Background: an optimization exercise with open tools, aiming at small area, a short achievable clock period and few clock cycles per item. Do not read the settings as production practice. RTL that was checked went through simulation tests only; none was proved equivalent to the original. The clock port is modelled as an ideal driver, which makes a skipped or thinned clock tree look cheaper than it is; a real chip needs a root buffer or a tree.

==> wip/lagoon <==
==> flow/design.v (excerpt) <==
module toplv_matmul(input st, rst, clk, input [7:0] data_in,
                    output done, output [7:0] dataout);
==> flow/config.mk <==
export PLATFORM = sky130hd
export DESIGN_NAME = toplv_matmul
export DESIGN_NICKNAME = toplv_matmul
export VERILOG_FILES = /design/flow/design.v
export SDC_FILE = /design/flow/constraint.sdc
export NUM_CORES = 4
export LEC_CHECK = 0
export CAP_MARGIN = 20
export CORE_MARGIN = 2
export CORE_UTILIZATION = 60
export CTS_BUF_LIST = sky130_fd_sc_hd__clkbuf_8
export CTS_CLUSTER_DIAMETER = 60
export CTS_CLUSTER_SIZE = 18
export SLEW_MARGIN = 20
export SYNTH_HIERARCHICAL = 1
export SYNTH_MINIMUM_KEEP_SIZE = 0
==> flow/constraint.sdc <==
create_clock -name core_clock -period 10.0 [get_ports {clk}]
set_input_delay 2.0000 -clock core_clock [delete_from_list [all_inputs] [get_ports {clk}]]
set_output_delay 2.0000 -clock core_clock [all_outputs]
set_load 0.01 [all_outputs]
standard.sh (not shown) runs the stock make flow with config.mk's settings and CLKGATE_MAP_FILE= SYNTH_SCRIPT=/design/flow/synth_recipe.tcl, a recipe that flattens the netlist after the stock synthesis.
==> flow/flow/run.sh <==
#!/bin/bash
set -euo pipefail
cd "$(dirname "$0")/.."
source flow/knobs.sh
bash standard.sh > flow_make.log 2>&1
==> flow/flow/knobs.sh <==
# settings for how the layout is made (see run.sh)
export SETUP_SLACK_MARGIN=7.5
export BUFFER_PORTS_ARGS="-buffer_cell sky130_fd_sc_hd__buf_2"
export PRE_CTS_TCL="$PWD/flow/manual_cts.tcl"
export MANUAL_CTS_NLEAF=18
export MANUAL_CTS_TOP=sky130_fd_sc_hd__clkinv_16
export MANUAL_CTS_LEAF=sky130_fd_sc_hd__clkinv_8
==> flow/flow/manual_cts.tcl <==
# A clock tree of two levels of clock buffers or inverters (MANUAL_CTS_TOP,
# MANUAL_CTS_LEAF; two inverter levels give the true clock). The flip-flops
# are grouped into NLEAF clusters by k-means on their placed locations, each
# driven by a leaf cell at its centre; the leaf cells are grouped the same
# way into NTOP clusters, each driven by a top cell that the clock port
# drives. Every flip-flop is thus two cells from the port, and no register's
# clock is delayed more than the others' on purpose. Run as the CTS step's
# PRE hook; clock_tree_synthesis (and repair_clock_inverters, which would
# clone the leaf inverters) are then skipped.
set nleaf 14
set ntop 4
if { [info exists ::env(MANUAL_CTS_NLEAF)] } { set nleaf $::env(MANUAL_CTS_NLEAF) }
set ::mcts_block [ord::get_db_block]
set block $::mcts_block
set db [ord::get_db]
set clk_net [$block findNet clk]
set top_master [$db findMaster sky130_fd_sc_hd__clkbuf_16]
if { [info exists ::env(MANUAL_CTS_TOP)] } { set top_master [$db findMaster $::env(MANUAL_CTS_TOP)] }
set leaf_master [$db findMaster sky130_fd_sc_hd__clkbuf_8]
if { [info exists ::env(MANUAL_CTS_LEAF)] } { set leaf_master [$db findMaster $::env(MANUAL_CTS_LEAF)] }

# pts: list of {item x y}; returns {centres assignment}
proc mcts_kmeans { pts nk } {
  set n [llength $pts]
  set sorted [lsort -real -index 1 $pts]
  set cents {}
  for {set k 0} {$k < $nk} {incr k} {
    set s [lindex $sorted [expr {int(($k + 0.5) * $n / $nk)}]]
    lappend cents [list [lindex $s 1] [lindex $s 2]]
  }
  # balance: a cluster's distance grows with its size beyond n/nk
  set cap [expr {double($n) / $nk}]
  for {set iter 0} {$iter < 60} {incr iter} {
    set sumx [lrepeat $nk 0.0]; set sumy [lrepeat $nk 0.0]; set cnt [lrepeat $nk 0]
    set assign {}
    foreach s $pts {
      set best -1; set bd 1e30
      for {set k 0} {$k < $nk} {incr k} {
        set c [lindex $cents $k]
        set d [expr {abs([lindex $s 1] - [lindex $c 0]) + abs([lindex $s 2] - [lindex $c 1])}]
        set d [expr {$d * (1.0 + 0.5 * max(0.0, [lindex $cnt $k] - $cap) / $cap)}]
        if {$d < $bd} { set bd $d; set best $k }
      }
      lappend assign $best
      lset sumx $best [expr {[lindex $sumx $best] + [lindex $s 1]}]
      lset sumy $best [expr {[lindex $sumy $best] + [lindex $s 2]}]
      lset cnt $best [expr {[lindex $cnt $best] + 1}]
    }
    for {set k 0} {$k < $nk} {incr k} {
      if {[lindex $cnt $k] > 0} {
        lset cents $k [list [expr {[lindex $sumx $k] / [lindex $cnt $k]}] [expr {[lindex $sumy $k] / [lindex $cnt $k]}]]
      }
    }
  }
  return [list $cents $assign $cnt]
}

proc mcts_buffer { name master cx cy in_net } {

  set inst [odb::dbInst_create $::mcts_block $master $name]
  set w [$master getWidth]; set h [$master getHeight]
  $inst setLocation [expr {int($cx - $w / 2)}] [expr {int($cy - $h / 2)}]
  $inst setPlacementStatus PLACED
  set net [odb::dbNet_create $::mcts_block "${name}_net"]
  $net setSigType CLOCK
  [$inst findITerm A] connect $in_net
  foreach it [$inst getITerms] {
    if { [$it getIoType] eq "OUTPUT" && [[$it getMTerm] getSigType] eq "SIGNAL" } { $it connect $net }
  }
  return [list $inst $net]
}

set sinks {}
foreach it [$clk_net getITerms] {
  set inst [$it getInst]
  set loc [$inst getLocation]
  set m [$inst getMaster]
  lappend sinks [list $it [expr {[lindex $loc 0] + [$m getWidth] / 2.0}] [expr {[lindex $loc 1] + [$m getHeight] / 2.0}]]
}
puts "manual_cts: [llength $sinks] sinks, $nleaf leaf buffers, $ntop top buffers"
lassign [mcts_kmeans $sinks $nleaf] lcents lassign lcnt
set leaves {}
for {set k 0} {$k < $nleaf} {incr k} {
  lappend leaves [list $k {*}[lindex $lcents $k]]
}
lassign [mcts_kmeans $leaves $ntop] tcents tassign tcnt
for {set t 0} {$t < $ntop} {incr t} {
  lassign [mcts_buffer "clkbuf_top_$t" $top_master {*}[lindex $tcents $t] $clk_net] tinst tnet($t)
}
for {set k 0} {$k < $nleaf} {incr k} {
  set t [lindex $tassign $k]
  lassign [mcts_buffer "clkbuf_leaf_$k" $leaf_master {*}[lindex $lcents $k] $tnet($t)] linst lnet($k)
}
foreach s $sinks k $lassign {
  set it [lindex $s 0]
  $it disconnect
  $it connect $lnet($k)
}
puts "manual_cts: leaf sizes $lcnt, top sizes $tcnt"
proc clock_tree_synthesis { args } {
  puts "manual_cts: clock_tree_synthesis skipped; manual_cts.tcl built the clock tree"
}
proc repair_clock_inverters { args } {
  puts "manual_cts: repair_clock_inverters skipped; the tree's inverters are balanced as built"
}
==> inputs of wip/fjord, as changes to wip/lagoon <==
--- a/flow/design.v
+++ b/flow/design.v
@@ -75,45 +75,45 @@
   assign r11 = acc_c[11] | clr;
   assign r12 = acc_c[12] | clr;
   assign r13 = acc_c[13] | clr;
   assign r14 = acc_c[14] | clr;
   assign r15 = acc_c[15] | clr;
   assign r16 = acc_c[16] | clr;
   assign r17 = acc_c[17] | clr;
-  fa u1(.a(p0_4), .b(p1_2), .c(1'b1), .s(x1), .co(y1));
+  hai u1(.a(p0_4), .b(p1_2), .s(x1), .co(y1));
   fa u2(.a(p0_5), .b(p1_3), .c(p2_1), .s(x2), .co(y2));
   fa u3(.a(p0_6), .b(p1_4), .c(p2_2), .s(x3), .co(y3));
-  fa u4(.a(p3_0), .b(q6), .c(1'b1), .s(x4), .co(y4));
+  hai u4(.a(p3_0), .b(q6), .s(x4), .co(y4));
   fa u5(.a(p0_7), .b(p1_5), .c(p2_3), .s(x5), .co(y5));
   fa u6(.a(p3_1), .b(q7), .c(r7), .s(x6), .co(y6));
   fa u7(.a(p0_8), .b(p1_6), .c(p2_4), .s(x7), .co(y7));
   fa u8(.a(p3_2), .b(q8), .c(r8), .s(x8), .co(y8));
   fa u9(.a(p0_9), .b(p1_7), .c(p2_5), .s(x9), .co(y9));
   fa u10(.a(p3_3), .b(q9), .c(r9), .s(x10), .co(y10));
   fa u11(.a(p1_8), .b(p2_6), .c(p3_4), .s(x11), .co(y11));
-  fa u12(.a(q10), .b(r10), .c(1'b1), .s(x12), .co(y12));
+  hai u12(.a(q10), .b(r10), .s(x12), .co(y12));
   fa u13(.a(p1_9), .b(p2_7), .c(p3_5), .s(x13), .co(y13));
-  fa u14(.a(q11), .b(r11), .c(1'b1), .s(x14), .co(y14));
+  hai u14(.a(q11), .b(r11), .s(x14), .co(y14));
   fa u15(.a(p2_8), .b(p3_6), .c(q12), .s(x15), .co(y15));
-  fa u16(.a(p2_9), .b(p3_7), .c(1'b1), .s(x16), .co(y16));
-  fa u17(.a(p0_2), .b(p1_0), .c(1'b1), .s(x17), .co(y17));
+  hai u16(.a(p2_9), .b(p3_7), .s(x16), .co(y16));
+  hai u17(.a(p0_2), .b(p1_0), .s(x17), .co(y17));
   fa u18(.a(p0_3), .b(p1_1), .c(q3), .s(x18), .co(y18));
   fa u19(.a(p2_0), .b(q4), .c(r4), .s(x19), .co(y19));
   fa u20(.a(q5), .b(r5), .c(y1), .s(x20), .co(y20));
   fa u21(.a(r6), .b(y2), .c(x4), .s(x21), .co(y21));
   fa u22(.a(y4), .b(y3), .c(x5), .s(x22), .co(y22));
   fa u23(.a(y5), .b(x7), .c(y6), .s(x23), .co(y23));
   fa u24(.a(y7), .b(x9), .c(y8), .s(x24), .co(y24));
   fa u25(.a(y9), .b(x12), .c(x11), .s(x25), .co(y25));
   fa u26(.a(y12), .b(y11), .c(x14), .s(x26), .co(y26));
   fa u27(.a(r12), .b(y14), .c(y13), .s(x27), .co(y27));
   fa u28(.a(q13), .b(r13), .c(x16), .s(x28), .co(y28));
   fa u29(.a(p3_8), .b(q14), .c(r14), .s(x29), .co(y29));
-  fa u30(.a(p3_9), .b(q15), .c(1'b1), .s(x30), .co(y30));
-  fa u31(.a(p0_0), .b(q0), .c(1'b1), .s(x31), .co(y31));
+  hai u30(.a(p3_9), .b(q15), .s(x30), .co(y30));
+  hai u31(.a(p0_0), .b(q0), .s(x31), .co(y31));
   fa u32(.a(p0_1), .b(q1), .c(r1), .s(x32), .co(y32));
   fa u33(.a(q2), .b(r2), .c(x17), .s(x33), .co(y33));
   fa u34(.a(r3), .b(y17), .c(x18), .s(x34), .co(y34));
   fa u35(.a(x1), .b(y18), .c(x19), .s(x35), .co(y35));
   fa u36(.a(x2), .b(y19), .c(x20), .s(x36), .co(y36));
   fa u37(.a(x3), .b(y20), .c(x21), .s(x37), .co(y37));
   fa u38(.a(x6), .b(y21), .c(x22), .s(x38), .co(y38));
@@ -122,15 +122,15 @@
   fa u41(.a(y10), .b(y24), .c(x25), .s(x41), .co(y41));
   fa u42(.a(x13), .b(y25), .c(x26), .s(x42), .co(y42));
   fa u43(.a(x15), .b(y26), .c(x27), .s(x43), .co(y43));
   fa u44(.a(y15), .b(x28), .c(y27), .s(x44), .co(y44));
   fa u45(.a(y16), .b(x29), .c(y28), .s(x45), .co(y45));
   fa u46(.a(r15), .b(x30), .c(y29), .s(x46), .co(y46));
   fa u47(.a(q16), .b(r16), .c(y30), .s(x47), .co(y47));
-  fa u48(.a(q17), .b(r17), .c(1'b1), .s(x48), .co(y48));
+  hai u48(.a(q17), .b(r17), .s(x48), .co(y48));
   assign ns[0] = x31;
   assign nc[0] = r0;
   assign ns[1] = x32;
   assign nc[1] = y31;
   assign ns[2] = x33;
   assign nc[2] = y32;
   assign ns[3] = x34;
@@ -164,14 +164,18 @@
   assign ns[17] = x48;
   assign nc[17] = y47;
 endmodule
 module fa(input a, input b, input c, output s, output co);
   assign s = a ^ b ^ c;
   assign co = (a & b) | (a & c) | (b & c);
 endmodule
+module hai(input a, input b, output s, output co);
+  assign s = ~(a ^ b);
+  assign co = a | b;
+endmodule
 `timescale 1ns / 1ps
 module toplv_matmul(input st, rst, clk, input [7:0] data_in,
                     output done, output [7:0] dataout);
   reg [2:0] h;
   reg [1:0] j, k;
   reg       run;       
   reg       armed;     
@@ -215,28 +219,28 @@
     ra[0] <= lda ? data_in : ra[8];
     rb[0] <= ldb ? data_in : rb[8];
     for (q = 1; q < 9; q = q + 1) begin
       ra[q] <= ra[q-1];
       rb[q] <= rb[q-1];
     end
   end
-  reg [4:0] pb;            
+  reg [4:0] pb, pb_n;      
   reg [2:0] qa, qa_n;      
   always @(*) begin
     case ({j, k})
-      4'd0: pb = 5'b00100;
-      4'd1: pb = 5'b00010;
-      4'd2: pb = 5'b00001;
-      4'd4: pb = 5'b01000;
-      4'd5: pb = 5'b00100;
-      4'd6: pb = 5'b00010;
-      4'd8: pb = 5'b10000;
-      4'd9: pb = 5'b01000;
-      4'd10: pb = 5'b00100;
-      default: pb = 5'b00000;
+      4'd0: pb_n = 5'b00010;
+      4'd1: pb_n = 5'b00001;
+      4'd2: pb_n = 5'b01000;
+      4'd4: pb_n = 5'b00100;
+      4'd5: pb_n = 5'b00010;
+      4'd6: pb_n = 5'b10000;
+      4'd8: pb_n = 5'b01000;
+      4'd9: pb_n = 5'b00100;
+      4'd10: pb_n = 5'b00100;
+      default: pb_n = 5'b00000;
     endcase
     case ({h, j, k})
       7'd0: qa_n = 3'b001;
       7'd1: qa_n = 3'b001;
       7'd2: qa_n = 3'b010;
       7'd4: qa_n = 3'b010;
       7'd5: qa_n = 3'b010;
@@ -289,14 +293,15 @@
       7'd88: qa_n = 3'b001;
       7'd89: qa_n = 3'b001;
       7'd90: qa_n = 3'b001;
       default: qa_n = 3'b000;
     endcase
   end
   always @(posedge clk) begin
+    pb <= pb_n;
     qa <= qa_n;
   end
   reg  [7:0]  opa;         
   reg  [9:1]  opt;         
   reg  [3:0]  s1, s2, s3;  
   reg         first;       
   reg         first_o;     
@@ -317,16 +322,16 @@
     opt <= asel3[9:1];
     for (q = 0; q < 4; q = q + 1) begin
       s1[q] <= (bsel[2*q +: 2] == 2'd1);
       s2[q] <= (bsel[2*q +: 2] == 2'd2);
       s3[q] <= (bsel[2*q +: 2] == 2'd3);
     end
     first <= (k == 2'd0);
-    first_o <= (k == 2'd0) && run;
+    first_o <= (k == 2'd0) && run;    
     acc_s <= ns;
     acc_c <= nc;
-    outr <= first_o ? (~(acc_s + {acc_c[17], acc_c[16], acc_c[15], acc_c[14], acc_c[13], acc_c[12], acc_c[11], acc_c[10], acc_c[9], acc_c[8], acc_c[7], acc_c[6], acc_c[5], acc_c[4], acc_c[3], acc_c[2], acc_c[1], acc_c[0]} + 18'd1)) : {8'd0, outr[17:8]};
+    outr <= first_o ? (~acc_s + {~acc_c[17], ~acc_c[16], ~acc_c[15], ~acc_c[14], ~acc_c[13], ~acc_c[12], ~acc_c[11], ~acc_c[10], ~acc_c[9], ~acc_c[8], ~acc_c[7], ~acc_c[6], ~acc_c[5], ~acc_c[4], ~acc_c[3], ~acc_c[2], ~acc_c[1], ~acc_c[0]}) : {8'd0, outr[17:8]};
     done_r <= run && h == 3'd2 && j == 2'd1 && k == 2'd0;      
   end
   assign done = done_r;
   assign dataout = outr[7:0];
 endmodule
==> flow/flow/knobs.sh (replaced) <==
# settings for how the layout is made (see run.sh)
export SETUP_SLACK_MARGIN=7.0
export BUFFER_PORTS_ARGS="-buffer_cell sky130_fd_sc_hd__buf_2"
export PRE_CTS_TCL="$PWD/flow/manual_cts.tcl"
export MANUAL_CTS_NLEAF=14
export MANUAL_CTS_LEAF=sky130_fd_sc_hd__clkbuf_16
--- a/flow/flow/manual_cts.tcl
+++ b/flow/flow/manual_cts.tcl
@@ -1,25 +1,20 @@
-# A clock tree of two levels of clock buffers or inverters (MANUAL_CTS_TOP,
-# MANUAL_CTS_LEAF; two inverter levels give the true clock). The flip-flops
-# are grouped into NLEAF clusters by k-means on their placed locations, each
-# driven by a leaf cell at its centre; the leaf cells are grouped the same
-# way into NTOP clusters, each driven by a top cell that the clock port
-# drives. Every flip-flop is thus two cells from the port, and no register's
-# clock is delayed more than the others' on purpose. Run as the CTS step's
-# PRE hook; clock_tree_synthesis (and repair_clock_inverters, which would
-# clone the leaf inverters) are then skipped.
+# A clock tree of two buffer levels. The flip-flops are grouped into NLEAF
+# clusters by k-means on their placed locations, each driven by a leaf
+# buffer (clkbuf_8) at its centre; the leaf buffers are grouped the same way into
+# NTOP clusters, each driven by a clkbuf_16 that the clock port drives.
+# Every flip-flop is thus two equal buffers from the port. Run as the CTS
+# step's PRE hook; clock_tree_synthesis is then skipped.
 set nleaf 14
 set ntop 4
 if { [info exists ::env(MANUAL_CTS_NLEAF)] } { set nleaf $::env(MANUAL_CTS_NLEAF) }
-set ::mcts_block [ord::get_db_block]
-set block $::mcts_block
+set block [ord::get_db_block]
 set db [ord::get_db]
 set clk_net [$block findNet clk]
 set top_master [$db findMaster sky130_fd_sc_hd__clkbuf_16]
-if { [info exists ::env(MANUAL_CTS_TOP)] } { set top_master [$db findMaster $::env(MANUAL_CTS_TOP)] }
 set leaf_master [$db findMaster sky130_fd_sc_hd__clkbuf_8]
 if { [info exists ::env(MANUAL_CTS_LEAF)] } { set leaf_master [$db findMaster $::env(MANUAL_CTS_LEAF)] }
 
 # pts: list of {item x y}; returns {centres assignment}
 proc mcts_kmeans { pts nk } {
   set n [llength $pts]
   set sorted [lsort -real -index 1 $pts]
@@ -52,25 +47,23 @@
       }
     }
   }
   return [list $cents $assign $cnt]
 }
 
 proc mcts_buffer { name master cx cy in_net } {
-
-  set inst [odb::dbInst_create $::mcts_block $master $name]
+  global block
+  set inst [odb::dbInst_create $block $master $name]
   set w [$master getWidth]; set h [$master getHeight]
   $inst setLocation [expr {int($cx - $w / 2)}] [expr {int($cy - $h / 2)}]
   $inst setPlacementStatus PLACED
-  set net [odb::dbNet_create $::mcts_block "${name}_net"]
+  set net [odb::dbNet_create $block "${name}_net"]
   $net setSigType CLOCK
   [$inst findITerm A] connect $in_net
-  foreach it [$inst getITerms] {
-    if { [$it getIoType] eq "OUTPUT" && [[$it getMTerm] getSigType] eq "SIGNAL" } { $it connect $net }
-  }
+  [$inst findITerm X] connect $net
   return [list $inst $net]
 }
 
 set sinks {}
 foreach it [$clk_net getITerms] {
   set inst [$it getInst]
   set loc [$inst getLocation]
@@ -96,10 +89,7 @@
   $it disconnect
   $it connect $lnet($k)
 }
 puts "manual_cts: leaf sizes $lcnt, top sizes $tcnt"
 proc clock_tree_synthesis { args } {
   puts "manual_cts: clock_tree_synthesis skipped; manual_cts.tcl built the clock tree"
 }
-proc repair_clock_inverters { args } {
-  puts "manual_cts: repair_clock_inverters skipped; the tree's inverters are balanced as built"
-}
==> qor summary <==
Run status: wip/fjord stopped before the end; wip/lagoon finished clean
Failing step: wip/fjord clock tree synthesis; wip/lagoon -
Worst setup slack before clock tree synthesis: wip/fjord 6980 ps; wip/lagoon 7140 ps
Yosys warning count: wip/fjord 9; wip/lagoon 9
I/O pin count: wip/fjord 20; wip/lagoon 20
Routability Congestion: wip/fjord 0.848; wip/lagoon 0.831
HPWL after detailed placement: wip/fjord 12,500 um; wip/lagoon 13,000 um
Placed Area: wip/fjord 9400 um2; wip/lagoon 9310 um2
Summed instance area of the synthesized netlist: wip/fjord 9600 um2; wip/lagoon 9460 um2
Port Buf Inserts: wip/fjord 19; wip/lagoon 19
Dpl cells: wip/fjord 1,001; wip/lagoon 939
Standard-cell row count: wip/fjord 46; wip/lagoon 45
Chip Height: wip/fjord 130 um; wip/lagoon 130 um
Starting Density: wip/fjord 60.9%; wip/lagoon 61.8%
Average instance area after synthesis: wip/fjord 11.4 um2; wip/lagoon 12.1 um2
Number of cells produced by synthesis: wip/fjord 845; wip/lagoon 780
Horizontal die dimension: wip/fjord 130 um; wip/lagoon 130 um
Testbench counts of wip/lagoon, summed over its fixed seeds: cycles 4,704, items 96.
The RTL of wip/fjord was laid out without a check of its function. The clock cells of wip/lagoon come from the design's own scripts or RTL, not from TritonCTS.

[static timing again, ports no longer ideal]
In the flow no input, the clock included, has a driving cell. The finished layout below was timed again as built, in two steps. Step 1 sets driving cells, clkbuf_16 on the clock port and buf_2 on the other inputs (assumed; they add their load-dependent delay and slew). Step 2 also shifts input and output timing later by t, the mid clock arrival at the registers, as if the neighbouring blocks saw the same clock. a / b / c = ideal / step 1 / step 2; a / b = the first two.
run: wip/lagoon
shift t [ns]: 0.360
setup slack, ns: 7.412 / 7.199 / 7.225
cell pins on the clock port's net: 4
After both steps setup and hold are still met in wip/lagoon. The setup slack of wip/lagoon moves by -0.213 ns with the drivers and by -0.187 ns with both steps.
